This is an optimization exercise on Yosys and OpenROAD, whose aim is small area, a short achievable clock period and few clock cycles per item, not a production implementation.
At most, simulation tests tie the RTL to the original design; equivalence was not proved.
Function not checked in run 1: the RTL went through the layout flow alone.

==> flow/design.v (outline; a module is shown in full before it is edited, if it fits) <==
// module multiply: 962 lines
// module benc: 6 lines
// module kg000: 5 lines
// module kg001: 5 lines
// module kg110: 5 lines
// module kg111: 5 lines
// module kp00: 5 lines
// module kp01: 5 lines
// module kp10: 5 lines
// module kp11: 5 lines
// module fa: 6 lines
// module ha: 6 lines
module multiply (clk, prod, fin, mcand, mplier, reset);
  // ...
==> flow/flow/run.sh <==
#!/bin/bash
# Standard layout, but with plain buffers on the ports instead of delay cells.
export BUFFER_PORTS_ARGS="-buffer_cell sky130_fd_sc_hd__buf_2"
bash standard.sh > standard.log 2>&1
==> flow/standard.sh <==
#!/bin/bash
# synth_recipe.tcl (not shown) runs the flow's synth.tcl, then flattens the netlist and writes it again
# the make line also repeats each setting of config.mk as NAME=value (left out here)
make -C /OpenROAD-flow-scripts/flow DESIGN_CONFIG=/design/flow/config.mk WORK_HOME=/design/flow/orfs CLKGATE_MAP_FILE= SYNTH_SCRIPT=/design/flow/synth_recipe.tcl "${@:-finish}"
==> flow/config.mk <==
export PLATFORM = sky130hd
export DESIGN_NAME = multiply
export DESIGN_NICKNAME = multiply
export VERILOG_FILES = /design/flow/design.v
export SDC_FILE = /design/flow/constraint.sdc
export NUM_CORES = 4
export LEC_CHECK = 0
export CAP_MARGIN = 20
export CORE_MARGIN = 2
export CORE_UTILIZATION = 40
export SETUP_SLACK_MARGIN = 0.65
export SLEW_MARGIN = 20
export SYNTH_HIERARCHICAL = 1
export SYNTH_MINIMUM_KEEP_SIZE = 0
==> flow/constraint.sdc <==
create_clock -name core_clock -period 4.5 [get_ports {clk}]
set_input_delay 0.9000 -clock core_clock [delete_from_list [all_inputs] [get_ports {clk}]]
set_output_delay 0.9000 -clock core_clock [all_outputs]
set_load 0.01 [all_outputs]
==> out/results.ini, run 1 <==
[worst_setup_path]
crit_family = adder cells
reg2reg_to = C[22]$_DFF_P_
cp.depth = 11
r2r_cells = 9
crit_start = mplier[1]
required_ns = 4.80
critPathMaxFanout = 32
worstSetupPathType = primary input to flop
cp_common_cell = fa_1

[global_route]
grt.met3_usage = 0.04217
antenna_found_initial = 0
grt_overflow = 0

[synth]
async_flop_share = 0
synth.yosys.seq_area_share = 0.1766
yosysMostFrequentCell = xnor2_1
synth-edff-count = 0

[routing]
wl_per_cell_um = 22.01
drt_wl_total_um = 43610
topRoutingLayerUsed = met4
drt-initial-drc-count = 909
ant_nets = 0

[cts]
htreeDepth = 4
postCtsHoldBufs = 0
clk_path_buf_depth = 2
clk_pin_slew_ns = 0.07
clkSinkCount = 128

[floorplan]
fp.dieH_um = 194.5
dieArea_mm2 = 0.03781

[finish]
nFillCells = 3403
fin_cells = 1982
multi_input_area_mm2 = 0.01134
n_all_buffers = 169
top_regs = C: 32 flops, S: 32 flops, sh: 24 flops

[placed_design]
place_hpwl_um = 31550
portBuffers = 130

[timing]
finalWorstSetupSlack_ns = 0.7799
setup_tns_ns = 0

[run_status]
status = timing/DRC/antenna clean

[job]
maxCapViolCount = 0

==> run 2: changes to the inputs <==
--- a/flow/design.v
+++ b/flow/design.v
@@ -7,17 +7,17 @@
 	reg [1:0] cnt;		 
 	reg [32:0] S, C;	 
 	reg [11:0] lx, ly;	 
 	reg cin;		 
 	reg [5:0] e1, e2;	 
 	reg [23:0] sh;	 
 	assign fin = (cnt == 3);
 	wire [35:0] mpx = {4'd0, mplier};
-	wire ld = (cnt == 0);	 
+	wire ld = first;	 
 	wire [12:0] nxt = ld ? mpx[23:11] : sh[23:11];	 
 	wire [32:0] a = S & {33{~ld}} | {1'b1, 32'd0} & {33{ld}};
 	wire [32:0] b = C & {33{~ld}};
 	wire [33:0] m1 = {2'b00, mcand};
 	wire [33:0] m2 = {1'b0, mcand, 1'b0};
 	wire [2:0] f0 = {mplier[1], mplier[0], 1'b0};
 	wire [2:0] q0 = nxt[2:0];
 	wire fs1_0, fs2_0;
==> flow/config.mk (replaced) <==
export PLATFORM = sky130hd
export DESIGN_NAME = multiply
export DESIGN_NICKNAME = multiply
export VERILOG_FILES = /design/flow/design.v
export SDC_FILE = /design/flow/constraint.sdc
export NUM_CORES = 4
export LEC_CHECK = 0
export CAP_MARGIN = 20
export CORE_MARGIN = 2
export CORE_UTILIZATION = 55
export PLACE_DENSITY = 0.75
export SETUP_SLACK_MARGIN = 0.65
export SLEW_MARGIN = 20
export SYNTH_HIERARCHICAL = 1
export SYNTH_MINIMUM_KEEP_SIZE = 0
==> run 2 against run 1 <==
Compared with the run above: still clean on timing, DRC and antenna; non-clock buffer count is 2 lower; final cell count shrank 6.5%; sequential cell count stayed put; largest cell class unchanged.
==> out/results.ini, run 2 <==
[run_status]
status = timing/DRC/antenna clean  ; unchanged

[global_route]
grt_max_degree = 45  ; was 63
grt_overflow = 0  ; unchanged
grt.total_usage = 0.2902  ; was 0.2349
grt_pass1_vias = 11980  ; was 12,010
grt_pass1_wl_um = 63830  ; was 68,530 um
antenna_found_initial = 0  ; unchanged

[min_path]
hp-class = flop to flop  ; unchanged

[floorplan]
fp.dieH_um = 166.7  ; was 194.5 um
rows = 59  ; was 69
coreArea_mm2 = 0.02606  ; was 0.03566 mm^2
ios = 131  ; unchanged
dieArea_mm2 = 0.02779  ; was 0.03781 mm^2
die-width_um = 166.7  ; was 194.5 um
initial_core_util = 0.5587  ; was 0.4069

[finish]
drive_above_1_share = 0.2141  ; was 0.2110
antenna_cells = 0  ; unchanged
final_common_cell = xnor2_1  ; unchanged
final_cell_mix = xnor2_1, fa_1, a22oi_1  ; unchanged
final_nets = 1855  ; was 1,859
nFillCells = 2133  ; was 3,403
area_delta_synth_final_pct = 11.73  ; was 13.26%
top_regs = C: 32 flops, S: 32 flops, sh: 24 flops  ; unchanged

[synth]
ys_types = 51  ; was 42
synth_area_mm2 = 0.01456  ; was 0.01451 mm^2
synth.yosys.seq_area_share = 0.1760  ; was 0.1766
synth-edff-count = 0  ; unchanged
ys.flop_type = dfxtp_1  ; unchanged
synth_top_cell_by_area = fa_1  ; unchanged
avgSynthCellArea_um2 = 10.29  ; was 10.22 um^2
synth_cells = 1415  ; was 1,419
synth.top_cells.by_count = xnor2_1, fa_1, a22oi_1  ; unchanged
yosysWarnings = 7  ; unchanged
synth_seq_cells = 128  ; unchanged
async_flop_share = 0  ; unchanged
yosysMostFrequentCell = xnor2_1  ; unchanged
synth_top_area_share = 0.2626  ; was 0.2635
yosys-top-cells-area = fa_1, dfxtp_1, xnor2_1  ; unchanged

[routing]
vias = 11360  ; was 11,130
wl_per_cell_um = 21.59  ; was 22.01 um
drc_errors = 0  ; unchanged
routed_via_density = 6.128  ; was 5.613
drt-initial-drc-count = 1167  ; was 909
firstDrtPassIters = 8  ; was 15
ant_nets = 0  ; unchanged
drt_wl_total_um = 40010  ; was 43,610 um

[timing]
slew_headroom = 0.4777  ; was 0.4350
min_period_over_period = 0.8239  ; was 0.8267
finalHoldViolCount = 0  ; unchanged
setup_tns_ns = 0  ; unchanged
finalWorstSetupSlack_ns = 0.7925  ; was 0.7799 ns
setup_viol = 0  ; unchanged
fin_skew_ns = 0.01176  ; was 0.01505 ns
rsz0062_at_grt = true  ; was false
maxSlewViolCount = 0  ; unchanged
tightestPinTransition_ns = 0.7823  ; was 0.8463 ns
fmax_mhz = 269.7  ; was 268.8 MHz
period_minus_slack_ns = 3.707  ; was 3.720 ns

[placed_design]
place.gp.congestion = 0.9172  ; was 0.8502
pre_cts_slack_ns = 0.2767  ; was 0.3007 ns
place_hpwl_um = 29110  ; was 31,550 um
portBuffers = 130  ; unchanged

[worst_setup_path]
cp-start-kind = flop  ; was primary input
worstSetupPathType = flop to output pin  ; was primary input to flop
critPathMaxFanout = 9  ; was 32
required_ns = 3.60  ; was 4.80 ns
cp_data_arrival_time_ns = 2.81  ; was 4.02 ns
critPathCaptureType = output pin  ; was flop

[cts]
tritoncts = done  ; unchanged
clk-insertion-delay-late_ns = 0.42  ; was 0.44 ns
root_buffer = clkbuf_16  ; unchanged
postCtsHoldBufs = 0  ; unchanged
htreeDepth = 4  ; unchanged
cts_buffers = 17  ; unchanged
clk_pin_slew_ns = 0.06  ; was 0.07 ns
clkSinkCount = 128  ; unchanged
clk_path_buf_depth = 2  ; unchanged

[job]
maxCapViolCount = 0  ; unchanged

## run 2: cell count changes after synthesis, moves of 3 or more
cell and delta:
a21oi_1 -4, buf_2 +13, clkbuf_1 -18, mux2i_1 -3
## run 2: logic make-up after synthesis
family,after synthesis,share of synthesized area
xor gates and xnor gates,256,0.1540
AOI/OAI and AO/OA,350,0.1817
and+or+nand+nor,203,0.07725
buffers and inverters,171,0.05087
adders and majority gates,284,0.3425
other,1,0.0002576
DFF,128,0.1760
muxes,22,0.01736
## run 2: worst max-delay path: stages (launching register included)
cell and delay (ns):
dfxtp_1 0.44, ha_4 0.25, a21oi_4 0.16, o21ai_2 0.14
a21oi_2 0.16, buf_6 0.16, o21ai_4 0.09, buf_12 0.15
a21oi_4 0.26, inv_1 0.09, a21oi_2 0.14, xnor2_1 0.16
buf_2 0.17
## run 2: final timing paths
check,cells after the start,end,slack [ns],startpoint
setup / recovery,12,prod[56],0.79,ly[0]$_DFF_P_
hold / removal,2,cnt[0]$_SDFFE_PP0N_,0.52,cnt[0]$_SDFFE_PP0N_
setup reg to reg,8,C[5]$_DFF_P_,0.80,first$_DFF_P_
hold reg to reg,2,cnt[0]$_SDFFE_PP0N_,0.52,cnt[0]$_SDFFE_PP0N_
## run 2: stage by stage
stage | instance area [um^2] | utilization | hold slack [ns] | std cells
after floorplan | 14570 | - | 0.4676 | 1418
after global placement | 15570 | 0.5975 | 0.4807 | 1819
after detailed placement | 15570 | 0.5975 | 0.5058 | 1819
after CTS | 16170 | 0.6203 | 0.5246 | 1851
after global routing | 16270 | 0.6243 | 0.5783 | 1853
final | 16270 | 0.6243 | 0.5249 | 1853
## run 2: cell type report
type                    instances  area [um^2]  area share
well taps                     335        419.2     0.02577
clock buffers                  20        478.0     0.02938
multi-input cells            1120        11360      0.6980
repair buffers                167         1081     0.06645
flip-flops and latches        128         2567      0.1578
clock inverters                12        95.09    0.005845
inverters                      71        271.5     0.01669
## run 2: modules after synthesis (local to each module, per instance), a selection
| module | copies in the design | area (um^2) | cells inside | flops+latches |
|---|---|---|---|---|
| benc | 6 | 31.28 | 4 | 0 |
| ha | 76 | 12.51 | 1 | 0 |
| kg000 | 38 | 8.758 | 1 | 0 |
| kg001 | 22 | 12.51 | 2 | 0 |
| kg110 | 18 | 12.51 | 2 | 0 |
| kp00 | 27 | 3.754 | 1 | 0 |
| kp01 | 13 | 6.256 | 1 | 0 |
| kp10 | 8 | 13.76 | 1 | 0 |
| kp11 | 13 | 3.754 | 1 | 0 |
| multiply | 1 | 8333 | 924 | 128 |
## run 2: what timing repair did
item / CTS / global route
setup endpoints to repair: 21 / 53
setup buffers: 0 / 1
resized for setup: 4 / 20
gates cloned: 0 / 1
pin swaps: 0 / 3
## run 2: metal layers
layer,vias to the layer above,wire length (um),part of all wire,global-route usage
li1,4994,-,-,-
met1,5593,15520,0.39,0.3732
met3,109,3912,0.098,0.05894
met4,0,1331,0.033,0.1177
met5,-,0,0,0
met2,659,19240,0.48,0.4808
Testbench counts of run 2, summed over its fixed seeds: cycles 12,800, items 3,200.
==> run 3: changes to the inputs <==
--- a/flow/config.mk
+++ b/flow/config.mk
@@ -8,6 +8,6 @@
 export CAP_MARGIN = 20
 export CORE_MARGIN = 2
-export CORE_UTILIZATION = 55
-export PLACE_DENSITY = 0.75
+export CORE_UTILIZATION = 40
+export CTS_BUF_LIST = sky130_fd_sc_hd__clkbuf_8
 export SETUP_SLACK_MARGIN = 0.65
 export SLEW_MARGIN = 20
==> run 3 against run 2 <==
Compared with the run above: still clean on timing, DRC and antenna; global-route usage down 6.1 points; first-iteration DRC count down 18%; synthesized cell count unchanged; register-to-register slack better by 0.05 ns; die area up 37%; via count down 2.2%; synthesized area unchanged; core utilization down 17 points; sequential cell count unchanged; design area up 0.82%; non-clock buffer count up 6.
==> out/results.ini, run 3 <==
[worst_setup_path]
cp_common_cell = fa_1
worstSetupPathType = primary input to flop  ; was flop to output pin
cp-start-kind = primary input  ; was flop
cp_data_arrival_time_ns = 4.01  ; was 2.81 ns
crit_buf_inv = 2  ; was 4
required_ns = 4.84  ; was 3.60 ns
crit_slowest_cell = fa_1  ; was dfxtp_1
crit_family = adder cells  ; was compound AO/OA/AOI/OAI gates
cpPeakStageDelay_ns = 0.57  ; was 0.44 ns
crit_chain = buf_2 > nand2b_1 > o21ai_2 > a21o_1 > buf_12 > a22oi_1 > xnor2_1 > fa_1 > fa_1 > fa_1 > fa_1  ; was ha_4 > a21oi_4 > o21ai_2 > a21oi_2 > buf_6 > o21ai_4 > buf_12 > a21oi_4 > inv_1 > a21oi_2 > xnor2_1 > buf_2
critPathCaptureType = flop  ; was output pin
critPathMaxFanout = 32  ; was 9

[timing]
setup_tns_ns = 0  ; unchanged
period_minus_slack_ns = 3.669  ; was 3.707 ns
min_period_over_period = 0.8152  ; was 0.8239
rsz0062_at_grt = false  ; was true
slew_headroom = 0.4743  ; was 0.4777
fin_skew_ns = 0.02478  ; was 0.01176 ns
maxSlewViolCount = 0  ; unchanged
whs_ns = 0.5245  ; was 0.5249 ns
tightestPinTransition_ns = 0.7886  ; was 0.7823 ns
setup_viol = 0  ; unchanged
fmax_mhz = 272.6  ; was 269.7 MHz
finalHoldViolCount = 0  ; unchanged

[routing]
firstDrtPassIters = 6  ; was 8
drt_wl_total_um = 42570  ; was 40,010 um
wl_per_cell_um = 21.42  ; was 21.59 um
ant_nets = 0  ; unchanged
route.met3.wl_um = 2858  ; was 3912 um
drt-initial-drc-count = 956  ; was 1,167
routed_via_density = 5.586  ; was 6.128
drc_errors = 0  ; unchanged
topRoutingLayerUsed = met5  ; was met4
wl_met1_um = 18120  ; was 15,520 um
vias = 11100  ; was 11,360
route.met2.wl_um = 20470  ; was 19,240 um

[cts]
htreeDepth = 4  ; unchanged
tritoncts = done  ; unchanged
root_buffer = clkbuf_8  ; was clkbuf_16
clk-insertion-delay-late_ns = 0.47  ; was 0.42 ns
clk_pin_slew_ns = 0.09  ; was 0.06 ns
clk_path_buf_depth = 2  ; unchanged
postCtsHoldBufs = 0  ; unchanged
cts_buffers = 17  ; unchanged
clkSinkCount = 128  ; unchanged

[finish]
final_nets = 1861  ; was 1,855
area_delta_synth_final_pct = 12.64  ; was 11.73%
drive_above_1_share = 0.2192  ; was 0.2141
final_common_cell = xnor2_1  ; unchanged
final_cell_mix = xnor2_1, fa_1, a22oi_1  ; unchanged
top_regs = C: 32 flops, S: 32 flops, sh: 24 flops  ; unchanged
fin_cells = 1988  ; was 1,853

[synth]
synth_area_mm2 = 0.01456  ; unchanged
yosysMostFrequentCell = xnor2_1  ; unchanged
synth-edff-count = 0  ; unchanged
synth_top_area_share = 0.2626  ; unchanged
synth_seq_cells = 128  ; unchanged
yosys-top-cells-area = fa_1, dfxtp_1, xnor2_1  ; unchanged
synth_top_cell_by_area = fa_1  ; unchanged
ys_types = 51  ; unchanged
async_flop_share = 0  ; unchanged
synth.top_cells.by_count = xnor2_1, fa_1, a22oi_1  ; unchanged
avgSynthCellArea_um2 = 10.29  ; unchanged
synth.yosys.seq_area_share = 0.1760  ; unchanged
yosysWarnings = 7  ; unchanged
ys.flop_type = dfxtp_1  ; unchanged
synth_cells = 1415  ; unchanged

[global_route]
antenna_found_initial = 3  ; was 0
grt_max_degree = 52  ; was 45
grt_pass1_wl_um = 66940  ; was 63,830 um
grt_pass1_vias = 11630  ; was 11,980
grt_overflow = 0  ; unchanged
grt.total_usage = 0.2288  ; was 0.2902

[placed_design]
portBuffers = 130  ; unchanged
place_hpwl_um = 31120  ; was 29,110 um
place.gp.congestion = 0.8618  ; was 0.9172
place_inst = 1944  ; was 1,819

[floorplan]
initial_core_util = 0.4074  ; was 0.5587
dieArea_mm2 = 0.03794  ; was 0.02779 mm^2
rows = 69  ; was 59
die-width_um = 194.8  ; was 166.7 um
fp.dieH_um = 194.8  ; was 166.7 um
ios = 131  ; unchanged
coreArea_mm2 = 0.03574  ; was 0.02606 mm^2

[min_path]
hp-class = flop to flop  ; unchanged

[run_status]
status = timing/DRC/antenna clean  ; unchanged

[job]
maxCapViolCount = 0  ; unchanged

-- run 3: Yosys stat by module, one instance, submodules excluded --
| module | copies in the design | cells | cell area (um^2) |
|---|---|---|---|
| kg000 | 38 | 1 | 8.758 |
| kg111 | 22 | 1 | 5.005 |
| kp00 | 27 | 1 | 3.754 |
| kg110 | 18 | 2 | 12.51 |
| kg001 | 22 | 2 | 12.51 |
| kp11 | 13 | 1 | 3.754 |
| benc | 6 | 4 | 31.28 |
| fa | 190 | 1 | 20.02 |
| ha | 76 | 1 | 12.51 |
| kp10 | 8 | 1 | 13.76 |
| kp01 | 13 | 1 | 6.256 |
| multiply | 1 | 924 | 8333 |
-- run 3: per-layer routing --
metal / vias up / track usage
li1: 4997 / -
met1: 5617 / 0.2992
met2: 414 / 0.3755
met3: 74 / 0.05102
met4: 2 / 0.07605
met5: - / 0
-- run 3: through the flow --
stage	util	cell area [um^2]	setup slack, ns
floorplan	-	14570	0.7232
global placement	0.4405	15750	0.3458
detailed placement	0.4405	15750	0.2913
CTS	0.4540	16230	0.6604
global route	0.4588	16400	0.6519
finish	0.4589	16400	0.8314
-- run 3: repair_timing --
action / 4_1_cts / 5_1_grt
gates resized for setup: 14 / 18
gates cloned: 1 / 0
endpoints found under the setup margin: 23 / 69
setup buffers: 2 / 6
pin swaps: 1 / 7
-- run 3: area by class of cell --
| cell class | count | area [um^2] |
|---|---|---|
| Fill cell | 3451 | 19340 |
| Timing Repair Buffer | 173 | 1169 |
| Clock inverter | 15 | 162.7 |
| Tap cell | 461 | 576.8 |
| Clock buffer | 17 | 234.0 |
| Multi-Input combinational cell | 1120 | 11410 |
| Inverter | 71 | 271.5 |
| Sequential cell | 128 | 2567 |
| Antenna cell | 3 | 7.507 |
-- run 3: cell families (layout without fill, tap and decap cells) --
logic type      Yosys count  in the layout  share of synthesized area
xor+xnor                256            256                     0.1540
fa+ha+maj               284            284                     0.3425
mux                      22             22                    0.01736
buf+inv                 171            276                    0.05087
flops                   128            128                     0.1760
other cells               1              7                  0.0002576
compound gates          350            351                     0.1817
simple gates            203            203                    0.07725
-- run 3: final timing paths --
check	startpoint	endpoint	slack [ns]	depth (start not counted)
worst max-delay path	mplier[3]	C[23]$_DFF_P_	0.83	11
worst min-delay path	cnt[1]$_SDFFE_PP0N_	cnt[1]$_SDFFE_PP0N_	0.52	2
worst max register to register	first$_DFF_P_	C[17]$_DFF_P_	0.85	7
worst min register to register	cnt[1]$_SDFFE_PP0N_	cnt[1]$_SDFFE_PP0N_	0.52	2
-- run 3: tightest hold or removal path: cells and delay by family (launching register included) --
kind	cells	cell delay (ns)
flops	1	0.34
mux	1	0.07
simple gates	1	0.07
==> run 4: changes to the inputs <==
==> flow/flow/run.sh (replaced) <==
#!/bin/bash
# Standard layout (the standard.sh, unchanged synthesis), but the ports get
# plain buf_2 buffers instead of the clkdlybuf4s50 delay cells that
# buffer_ports picks by default.  ORFS writes each step's log under orfs/logs.
export BUFFER_PORTS_ARGS="-buffer_cell sky130_fd_sc_hd__buf_2"
bash standard.sh > standard.log 2>&1
--- a/flow/config.mk
+++ b/flow/config.mk
@@ -9,6 +9,5 @@
 export CORE_MARGIN = 2
 export CORE_UTILIZATION = 40
-export CTS_BUF_LIST = sky130_fd_sc_hd__clkbuf_8
-export SETUP_SLACK_MARGIN = 0.65
+export SETUP_SLACK_MARGIN = 0.5
 export SLEW_MARGIN = 20
 export SYNTH_HIERARCHICAL = 1
==> run 4 against run 3 <==
Compared with the run above: final cell count down 0.40%; sequential share of layout area about the same; synthesized area unchanged; setup slack worse by 0.11 ns; core utilization about the same; die area unchanged; synthesized cell count unchanged; count of clock-buffer cells in the layout unchanged.
==> out/results.ini, run 4 <==
[run_status]
status = timing/DRC/antenna clean  ; unchanged

[timing]
slew_headroom = 0.4192  ; was 0.4743
tightestPinTransition_ns = 0.8700  ; was 0.7886 ns
whs_ns = 0.5197  ; was 0.5245 ns
setup_viol = 0  ; unchanged
finalWorstSetupSlack_ns = 0.7251  ; was 0.8314 ns
setup_tns_ns = 0  ; unchanged
period_minus_slack_ns = 3.775  ; was 3.669 ns
min_period_over_period = 0.8389  ; was 0.8152
rsz0062_at_grt = false  ; unchanged
fin_skew_ns = 0.01581  ; was 0.02478 ns
maxSlewViolCount = 0  ; unchanged
fmax_mhz = 264.9  ; was 272.6 MHz
finalHoldViolCount = 0  ; unchanged

[cts]
clk-insertion-delay-late_ns = 0.43  ; was 0.47 ns
clk_path_buf_depth = 2  ; unchanged
tritoncts = done  ; unchanged
postCtsHoldBufs = 0  ; unchanged
clkSinkCount = 128  ; unchanged
cts_buffers = 17  ; unchanged
htreeDepth = 4  ; unchanged
root_buffer = clkbuf_16  ; was clkbuf_8
clk_pin_slew_ns = 0.07  ; was 0.09 ns

[finish]
finish.instance_area_mm2 = 0.01639  ; was 0.01640 mm^2
area_delta_synth_final_pct = 12.57  ; was 12.64%
drive_above_1_share = 0.2084  ; was 0.2192
final_nets = 1853  ; was 1,861
final_cell_mix = xnor2_1, fa_1, a22oi_1  ; unchanged
final_common_cell = xnor2_1  ; unchanged
top_regs = C: 32 flops, S: 32 flops, sh: 24 flops  ; unchanged

[synth]
synth_top_area_share = 0.2626  ; unchanged
synth-edff-count = 0  ; unchanged
yosysMostFrequentCell = xnor2_1  ; unchanged
synth.top_cells.by_count = xnor2_1, fa_1, a22oi_1  ; unchanged
synth.yosys.seq_area_share = 0.1760  ; unchanged
synth_cells = 1415  ; unchanged
ys_types = 51  ; unchanged
yosysWarnings = 7  ; unchanged
ys.flop_type = dfxtp_1  ; unchanged
synth_seq_cells = 128  ; unchanged
synth_top_cell_by_area = fa_1  ; unchanged
yosys-top-cells-area = fa_1, dfxtp_1, xnor2_1  ; unchanged
avgSynthCellArea_um2 = 10.29  ; unchanged
synth_area_mm2 = 0.01456  ; unchanged
async_flop_share = 0  ; unchanged

[worst_setup_path]
worstSetupPathType = primary input to flop  ; unchanged
critPathCaptureType = flop  ; unchanged
critPathMaxFanout = 26  ; was 32
cp-start-kind = primary input  ; unchanged
required_ns = 4.80  ; was 4.84 ns
cp_data_arrival_time_ns = 4.08  ; was 4.01 ns
r2r_cells = 7  ; unchanged

[global_route]
grt.total_usage = 0.2287  ; was 0.2288
antenna_found_initial = 2  ; was 3
grt_overflow = 0  ; unchanged
grt_max_degree = 52  ; unchanged
grt_pass1_wl_um = 67280  ; was 66,940 um
grt_pass1_vias = 11660  ; was 11,630

[routing]
topRoutingLayerUsed = met4  ; was met5
drt_wl_total_um = 42210  ; was 42,570 um
ant_nets = 0  ; unchanged
route.met2.wl_um = 20610  ; was 20,470 um
vias = 11030  ; was 11,100
drt-initial-drc-count = 955  ; was 956
route.met3.wl_um = 2426  ; was 2858 um
wl_per_cell_um = 21.32  ; was 21.42 um
firstDrtPassIters = 6  ; unchanged
drc_errors = 0  ; unchanged
routed_via_density = 5.572  ; was 5.586
wl_met1_um = 18290  ; was 18,120 um

[job]
maxCapViolCount = 0  ; unchanged

[placed_design]
place.gp.congestion = 0.8618  ; unchanged
placed_area_mm2 = 0.01575  ; unchanged
pre_cts_slack_ns = 0.2913  ; unchanged
place_hpwl_um = 31120  ; unchanged
portBuffers = 130  ; unchanged

[floorplan]
rows = 69  ; unchanged
ios = 131  ; unchanged
fp.dieH_um = 194.8  ; unchanged
coreArea_mm2 = 0.03574  ; unchanged
die-width_um = 194.8  ; unchanged
dieArea_mm2 = 0.03794  ; unchanged
initial_core_util = 0.4074  ; unchanged

[min_path]
min_path_cells = 2  ; unchanged
hp-class = flop to flop  ; unchanged

[run 4: area by class of cell]
cell class / instances / area, um^2
inverters: 71 / 269.0
multi-input cells: 1119 / 11300
clock inverters: 15 / 162.7
diodes: 3 / 7.507
fillers: 3454 / 19350
clock buffers: 17 / 425.4
flip-flops and latches: 128 / 2566
well taps: 461 / 576.8
repair buffers: 166 / 1084
[run 4: Yosys stat by module (local to each module, per instance)]
module	cell area, um^2	cells	times used
kg111	5.005	1	22
kp00	3.754	1	27
kp11	3.754	1	13
ha	12.51	1	76
benc	31.28	4	6
kg001	12.51	2	22
multiply	8333	924	1
kg110	12.51	2	18
kg000	8.758	1	38
kp10	13.76	1	8
kp01	6.256	1	13
fa	20.02	1	190
[run 4: metrics by stage]
step	std cells	utilization
2_1_floorplan	1418	-
3_3_place_gp	1944	0.4405
3_5_place_dp	1944	0.4405
4_1_cts	1976	0.4574
5_1_grt	1979	0.4585
6_report	1980	0.4586
[run 4: final timing paths]
kind                                           from  slack (ns)                  end
worst min register to register  cnt[1]$_SDFFE_PP0N_        0.52  cnt[1]$_SDFFE_PP0N_
worst min-delay path            cnt[1]$_SDFFE_PP0N_        0.52  cnt[1]$_SDFFE_PP0N_
worst max register to register        first$_DFF_P_        0.74        C[17]$_DFF_P_
worst max-delay path                      mplier[3]        0.73        C[17]$_DFF_P_
[run 4: cell families after synthesis]
logic type,count (synthesis),share of synthesized area
other,1,0.0002576
adders and majority gates,284,0.3425
DFF,128,0.1760
buffers and inverters,171,0.05087
and+or+nand+nor,203,0.07725
AOI/OAI and AO/OA,350,0.1817
muxes,22,0.01736
xor gates and xnor gates,256,0.1540
[run 4: timing repair]
item	4_1_cts	5_1_grt
setup endpoints to repair	9	22
setup buffers	0	1
resized for setup	2	6
pin swaps	0	1
[run 4: critical path, stage by stage]
cell and delay (ns):
buf_2 0.13, mux2i_1 0.14, inv_2 0.66, xnor2_1 0.22, fa_1 0.48, fa_1 0.49, fa_1 0.60, fa_1 0.44
[run 4: layer usage]
metal,track usage,vias up
met5,0,-
met4,0.07379,0
met3,0.03366,47
met2,0.3846,427
met1,0.3032,5579
li1,-,4980
==> run 5: changes to the inputs <==
--- a/flow/config.mk
+++ b/flow/config.mk
@@ -9,5 +9,5 @@
 export CORE_MARGIN = 2
 export CORE_UTILIZATION = 40
-export SETUP_SLACK_MARGIN = 0.5
+export SETUP_SLACK_MARGIN = 0.65
 export SLEW_MARGIN = 20
 export SYNTH_HIERARCHICAL = 1
==> run 5 against run 4 <==
Compared with the run above: critical endpoint is now C[23]$_DFF_P_; largest cell class unchanged; register-to-register slack improved by 0.12 ns; fmax rose by 1.6%; count of clock-buffer cells in the layout did not move; global-route usage did not move.
==> out/results.ini, run 5 <==
[global_route]
grt_pass1_vias = 11660  ; about the same
grt.total_usage = 0.2287  ; unchanged
grt_pass1_wl_um = 67280  ; about the same
grt_overflow = 0  ; unchanged
grt_max_degree = 52  ; unchanged
antenna_found_initial = 2  ; unchanged

[floorplan]
fp.dieH_um = 194.8  ; unchanged
ios = 131  ; unchanged
dieArea_mm2 = 0.03794  ; unchanged
rows = 69  ; unchanged
initial_core_util = 0.4074  ; unchanged
coreArea_mm2 = 0.03574  ; unchanged
die-width_um = 194.8  ; unchanged

[synth]
synth-edff-count = 0  ; unchanged
synth_cells = 1415  ; unchanged
ys.flop_type = dfxtp_1  ; unchanged
avgSynthCellArea_um2 = 10.29  ; unchanged
synth_mux_area_frac = 0.01736  ; unchanged
synthAdderAreaFrac = 0.3425  ; unchanged
async_flop_share = 0  ; unchanged
synthXorXnorAreaFrac = 0.1540  ; unchanged
synth_seq_cells = 128  ; unchanged
synth_top_area_share = 0.2626  ; unchanged
synth.yosys.seq_area_share = 0.1760  ; unchanged
synth_area_mm2 = 0.01456  ; unchanged
ys_types = 51  ; unchanged
yosysWarnings = 7  ; unchanged
synth_top_family_by_area = adder cells  ; unchanged
yosysMostFrequentCell = xnor2_1  ; unchanged
yosys-top-cells-area = fa_1, dfxtp_1, xnor2_1  ; unchanged
synth.top_cells.by_count = xnor2_1, fa_1, a22oi_1  ; unchanged
synthSimpleGateAreaFrac = 0.07725  ; unchanged
synth_compound_area_frac = 0.1817  ; unchanged
synth_top_cell_by_area = fa_1  ; unchanged

[timing]
setup_viol = 0  ; unchanged
tightestPinTransition_ns = 0.7752  ; was 0.8700 ns
setup_tns_ns = 0  ; unchanged
fin_skew_ns = 0.01521  ; was 0.01581 ns
fmax_mhz = 269.2  ; was 264.9 MHz
finalHoldViolCount = 0  ; unchanged
period_minus_slack_ns = 3.715  ; was 3.775 ns
min_period_over_period = 0.8255  ; was 0.8389
maxSlewViolCount = 0  ; unchanged
slew_headroom = 0.4825  ; was 0.4192
rsz0062_at_grt = false  ; unchanged

[routing]
ant_nets = 0  ; unchanged
wl_per_cell_um = 21.35  ; was 21.32 um
firstDrtPassIters = 5  ; was 6
routed_via_density = 5.559  ; was 5.572
drt-initial-drc-count = 879  ; was 955
drc_errors = 0  ; unchanged
vias = 11020  ; was 11,030
drt_wl_total_um = 42350  ; was 42,210 um

[finish]
top_regs = C: 32 flops, S: 32 flops, sh: 24 flops  ; unchanged
final_cell_mix = xnor2_1, fa_1, a22oi_1  ; unchanged
final_nets = 1856  ; was 1,853
final_common_cell = xnor2_1  ; unchanged
fin_cells = 1983  ; was 1,980
nFillCells = 3444  ; was 3,454
drive_above_1_share = 0.2153  ; was 0.2084
area_delta_synth_final_pct = 13.13  ; was 12.57%

[cts]
htreeDepth = 4  ; unchanged
clk-insertion-delay-late_ns = 0.43  ; about the same
tritoncts = done  ; unchanged
clkSinkCount = 128  ; unchanged
clk_path_buf_depth = 2  ; unchanged
cts_buffers = 17  ; unchanged
clk_pin_slew_ns = 0.07  ; about the same
root_buffer = clkbuf_16  ; unchanged

[worst_setup_path]
critPathMaxFanout = 32  ; was 26
crit_slowest_cell = fa_1  ; was inv_2
crit_chain = buf_2 > nand2b_1 > o21ai_2 > a21o_1 > buf_12 > a22oi_1 > xnor2_1 > fa_1 > fa_1 > fa_1 > fa_1  ; was buf_2 > mux2i_1 > inv_2 > xnor2_1 > fa_1 > fa_1 > fa_1 > fa_1
critPathCaptureType = flop  ; unchanged
worstSetupPathType = primary input to flop  ; unchanged
cp_data_arrival_time_ns = 4.02  ; was 4.08 ns
cp_common_cell = fa_1  ; unchanged
cpPeakStageDelay_ns = 0.57  ; was 0.66 ns
reg2reg_to = C[17]$_DFF_P_  ; unchanged
rrSetupSlack_ns = 0.86  ; was 0.74 ns
rr_startpoint = first$_DFF_P_  ; unchanged
cp-start-kind = primary input  ; unchanged
r2r_cells = 7  ; unchanged
required_ns = 4.81  ; was 4.80 ns

[placed_design]
place_hpwl_um = 31120  ; unchanged
place_inst = 1944  ; unchanged
portBuffers = 130  ; unchanged
place.gp.congestion = 0.8618  ; unchanged

[run_status]
status = timing/DRC/antenna clean  ; unchanged

[job]
maxCapViolCount = 0  ; unchanged

[min_path]
min_path_cells = 2  ; unchanged
worst_hold_path.endpoint = cnt[1]$_SDFFE_PP0N_  ; unchanged
hp-start = cnt[1]$_SDFFE_PP0N_  ; unchanged
hp-class = flop to flop  ; unchanged

[run 5: cell types whose count changed in the layout (fill, tap and decap cells not counted), sizes merged]
| cell | delta |
|---|---|
| buf | +3 |
[run 5: worst max-delay path: cells and delay by family]
| family | cells | cell delay (ns) |
|---|---|---|
| xor+xnor | 1 | 0.28 |
| compound gates | 3 | 0.42 |
| simple gates | 1 | 0.15 |
| fa+ha+maj | 4 | 1.89 |
| buf+inv | 2 | 0.34 |
[run 5: final cells by class]
type                       count  area (um^2)  area share
antenna                        3        7.507   0.0004558
tap                          461        576.8     0.03502
clock inverter                15        162.7    0.009875
clock buffer                  17        425.4     0.02583
multi-input combinational   1119        11350      0.6890
timing repair buffer         169         1114     0.06760
sequential                   128         2566      0.1558
inverter                      71        271.5     0.01648
[run 5: worst max path at each step]
stage,startpoint,slack (ns),end,depth (start not counted)
after floorplan,mplier[1],0.72,ly[11]$_DFF_P_,10
after global placement,mplier[7],0.35,C[1]$_DFF_P_,8
after detailed placement,mplier[7],0.29,C[17]$_DFF_P_,8
after CTS,lx[0]$_DFF_P_,0.63,prod[56],10
after global routing,mplier[3],0.65,C[23]$_DFF_P_,11
final,mplier[3],0.79,C[23]$_DFF_P_,11
[run 5: stage by stage]
step / worst slack, ns / utilization / instance area (um^2) / hold WS (ns)
finish: 0.7853 / 0.4609 / 16470 / 0.5198
global route: 0.6522 / 0.4608 / 16470 / 0.5482
CTS: 0.6304 / 0.4580 / 16370 / 0.5266
detailed placement: 0.2913 / 0.4405 / 15750 / 0.5116
global placement: 0.3458 / 0.4405 / 15750 / 0.4831
floorplan: 0.7232 / - / 14570 / 0.4676
[run 5: repair_timing]
action	in CTS	in global routing
buffers inserted	1	3
pin swaps	0	3
setup endpoints to repair	18	70
gates resized for setup	6	18
hold buffers	0	0
hold endpoints to repair	0	0
gates cloned	0	0
[run 5: cells by family after synthesis]
group,Yosys count
AO/OA/AOI/OAI,350
adder cells (fa/ha/maj),284
XOR/XNOR,256
AND/OR/NAND/NOR,203
buffers and inverters,171
flip-flops,128
multiplexers,22
other,1
[run 5: layer usage]
layer  GRT usage  up-vias  part of all wire
met2      0.3844      416              0.49
met5           0        -                 0
met4     0.07379        0             0.024
met1      0.3033     5560              0.43
li1            -     4987                 -
met3     0.03366       60             0.056
[run 5: Yosys stat by module (local to each module, per instance), excerpt]
| module | flops+latches | cell area (um^2) |
|---|---|---|
| kp11 | 0 | 3.754 |
| kg001 | 0 | 12.51 |
| kp10 | 0 | 13.76 |
| ha | 0 | 12.51 |
| kg000 | 0 | 8.758 |
| kg110 | 0 | 12.51 |
==> run 6: changes to the inputs <==
--- a/flow/config.mk
+++ b/flow/config.mk
@@ -9,4 +9,5 @@
 export CORE_MARGIN = 2
 export CORE_UTILIZATION = 40
+export CTS_BUF_LIST = sky130_fd_sc_hd__clkbuf_8
 export SETUP_SLACK_MARGIN = 0.65
 export SLEW_MARGIN = 20
==> run 6 against run 5 <==
Compared with the run above: first-iteration DRC count up 8.8%; fmax grew 1.3%; sequential share of layout area up 0.075 points; global-route usage hardly changed; synthesized cell count unchanged; core utilization shrank 0.20 points; routed wire length is 0.54% higher; critical endpoint unchanged.
==> out/results.ini, run 6 <==
[timing]
maxSlewViolCount = 0  ; unchanged
min_period_over_period = 0.8152  ; was 0.8255
finalWorstSetupSlack_ns = 0.8314  ; was 0.7853 ns
fmax_mhz = 272.6  ; was 269.2 MHz
whs_ns = 0.5245  ; was 0.5198 ns
tightestPinTransition_ns = 0.7886  ; was 0.7752 ns
rsz0062_at_grt = false  ; unchanged
finalHoldViolCount = 0  ; unchanged
setup_viol = 0  ; unchanged
slew_headroom = 0.4743  ; was 0.4825
fin_skew_ns = 0.02478  ; was 0.01521 ns
setup_tns_ns = 0  ; unchanged
period_minus_slack_ns = 3.669  ; was 3.715 ns

[synth]
synth.top_cells.by_count = xnor2_1, fa_1, a22oi_1  ; unchanged
synth_area_mm2 = 0.01456  ; unchanged
ys.flop_type = dfxtp_1  ; unchanged
synth_seq_cells = 128  ; unchanged
synth_top_area_share = 0.2626  ; unchanged
async_flop_share = 0  ; unchanged
avgSynthCellArea_um2 = 10.29  ; unchanged
synth_cells = 1415  ; unchanged
synth.yosys.seq_area_share = 0.1760  ; unchanged
synth-edff-count = 0  ; unchanged
yosysWarnings = 7  ; unchanged
yosys-top-cells-area = fa_1, dfxtp_1, xnor2_1  ; unchanged
ys_types = 51  ; unchanged
yosysMostFrequentCell = xnor2_1  ; unchanged
synth_top_cell_by_area = fa_1  ; unchanged

[cts]
clk_pin_slew_ns = 0.09  ; was 0.07 ns
htreeDepth = 4  ; unchanged
root_buffer = clkbuf_8  ; was clkbuf_16
clk_path_buf_depth = 2  ; unchanged
cts_buffers = 17  ; unchanged
clk-insertion-delay-late_ns = 0.47  ; was 0.43 ns
postCtsHoldBufs = 0  ; unchanged
tritoncts = done  ; unchanged
clkSinkCount = 128  ; unchanged

[routing]
firstDrtPassIters = 6  ; was 5
route.met2.wl_um = 20470  ; was 20,580 um
route.met3.wl_um = 2858  ; was 2370 um
drt-initial-drc-count = 956  ; was 879
drt_wl_total_um = 42570  ; was 42,350 um
drc_errors = 0  ; unchanged
topRoutingLayerUsed = met5  ; was met4
ant_nets = 0  ; unchanged
wl_per_cell_um = 21.42  ; was 21.35 um
routed_via_density = 5.586  ; was 5.559
vias = 11100  ; was 11,020
wl_met1_um = 18120  ; was 18,390 um

[placed_design]
pre_cts_slack_ns = 0.2913  ; unchanged
portBuffers = 130  ; unchanged
place_hpwl_um = 31120  ; unchanged
place.gp.congestion = 0.8618  ; unchanged
place_inst = 1944  ; unchanged

[finish]
fin_cells = 1988  ; was 1,983
nFillCells = 3451  ; was 3,444
area_delta_synth_final_pct = 12.64  ; was 13.13%
final_common_cell = xnor2_1  ; unchanged
drive_above_1_share = 0.2192  ; was 0.2153
top_regs = C: 32 flops, S: 32 flops, sh: 24 flops  ; unchanged
final_cell_mix = xnor2_1, fa_1, a22oi_1  ; unchanged
final_nets = 1861  ; was 1,856

[worst_setup_path]
cp-start-kind = primary input  ; unchanged
crit_chain = buf_2 > nand2b_1 > o21ai_2 > a21o_1 > buf_12 > a22oi_1 > xnor2_1 > fa_1 > fa_1 > fa_1 > fa_1  ; unchanged
critPathMaxFanout = 32  ; unchanged
worstSetupPathType = primary input to flop  ; unchanged
cp_common_cell = fa_1  ; unchanged
cp_data_arrival_time_ns = 4.01  ; was 4.02 ns
cpPeakStageDelay_ns = 0.57  ; about the same
required_ns = 4.84  ; was 4.81 ns
crit_slowest_cell = fa_1  ; unchanged
critPathCaptureType = flop  ; unchanged

[global_route]
antenna_found_initial = 3  ; was 2
grt.total_usage = 0.2288  ; was 0.2287
grt_max_degree = 52  ; unchanged
grt_pass1_wl_um = 66940  ; was 67,280 um
grt_pass1_vias = 11630  ; was 11,660
grt_overflow = 0  ; unchanged

[floorplan]
dieArea_mm2 = 0.03794  ; unchanged
ios = 131  ; unchanged
die-width_um = 194.8  ; unchanged
initial_core_util = 0.4074  ; unchanged
fp.dieH_um = 194.8  ; unchanged
rows = 69  ; unchanged
coreArea_mm2 = 0.03574  ; unchanged

[job]
maxCapViolCount = 0  ; unchanged

[run_status]
status = timing/DRC/antenna clean  ; unchanged

[min_path]
hp-class = flop to flop  ; unchanged

-- run 6: cell counts after synthesis --
Identical to the previous run, type by type.
-- run 6: per-module statistics from Yosys, one instance, submodules excluded --
module	copies in the design	cells	flip-flops and latches	cell area, um^2
benc	6	4	0	31.28
kg110	18	2	0	12.51
kg000	38	1	0	8.758
ha	76	1	0	12.51
kg001	22	2	0	12.51
kp10	8	1	0	13.76
fa	190	1	0	20.02
kp00	27	1	0	3.754
kp11	13	1	0	3.754
kp01	13	1	0	6.256
kg111	22	1	0	5.005
multiply	1	924	128	8333
-- run 6: layout make-up --
class                           count  area, um^2  area share
Multi-Input combinational cell   1120       11410      0.6958
Sequential cell                   128        2567      0.1565
Timing Repair Buffer              173        1169     0.07125
Tap cell                          461       576.8     0.03517
Inverter                           71       271.5     0.01655
Clock buffer                       17       234.0     0.01427
Clock inverter                     15       162.7    0.009918
Antenna cell                        3       7.507   0.0004577
-- run 6: repair_timing --
action,in CTS,in global routing
buffers inserted,2,6
gates cloned,1,0
resized for setup,14,18
pin swaps,1,7
endpoints found under the hold margin,0,0
endpoints found under the setup margin,23,69
-- run 6: cell families after synthesis --
kind of cell / after synthesis / synth area share
AOI/OAI and AO/OA: 350 / 0.1817
xor gates and xnor gates: 256 / 0.1540
adders and majority gates: 284 / 0.3425
buffers and inverters: 171 / 0.05087
DFF: 128 / 0.1760
muxes: 22 / 0.01736
other: 1 / 0.0002576
and+or+nand+nor: 203 / 0.07725
-- run 6: worst paths after layout --
path / from / to / slack [ns] / cells past startpoint
worst min-delay path: cnt[1]$_SDFFE_PP0N_ / cnt[1]$_SDFFE_PP0N_ / 0.52 / 2
worst min register to register: cnt[1]$_SDFFE_PP0N_ / cnt[1]$_SDFFE_PP0N_ / 0.52 / 2
worst max-delay path: mplier[3] / C[23]$_DFF_P_ / 0.83 / 11
worst max register to register: first$_DFF_P_ / C[17]$_DFF_P_ / 0.85 / 7
-- run 6: worst max-delay path, delay by kind of cell --
family,cells,cell delay [ns]
xor+xnor,1,0.27
simple gates,1,0.15
buf+inv,2,0.34
compound gates,3,0.42
fa+ha+maj,4,1.89
-- run 6: per-stage QoR --
stage	util	area [um^2]
5_1_grt	0.4588	16400
3_3_place_gp	0.4405	15750
4_1_cts	0.4540	16230
2_1_floorplan	-	14570
3_5_place_dp	0.4405	15750
6_report	0.4589	16400
-- run 6: routing by layer --
metal  vias to the layer above  global-route usage
li1                       4997                   -
met1                      5617              0.2992
met2                       414              0.3755
met3                        74             0.05102
met4                         2             0.07605
met5                         -                   0

-- separate check: timing with driven ports --
The results above use ideal ports. As a check the final layouts listed here were re-extracted and re-timed, cells and wires unchanged.
Step 1 sets driving cells, clkbuf_16 on the clock port and buf_2 on the other inputs (assumed; they add their load-dependent delay and slew).
Step 2 also shifts input and output timing later by t, the mid clock arrival at the registers, as if the neighbouring blocks saw the same clock.
Slacks: ideal ports / drivers / drivers and shift; pairs: ideal ports / drivers.
| run | t, ns | setup WS [ns] | worst setup path after step 2 | cell pins on the clock port's net |
|---|---|---|---|---|
| run 1 | 0.482 | 0.780 / 0.768 / 0.314 | input to register | 1 |
| run 2 | 0.467 | 0.793 / 0.743 / 0.348 | input to register | 1 |
| run 3 | 0.505 | 0.831 / 0.802 / 0.343 | input to register | 1 |
| run 4 | 0.477 | 0.725 / 0.702 / 0.265 | input to register | 1 |
| run 5 | 0.478 | 0.785 / 0.752 / 0.328 | input to register | 1 |
| run 6 | 0.505 | 0.831 / 0.802 / 0.343 | input to register | 1 |
After both steps every run listed still meets setup and hold.
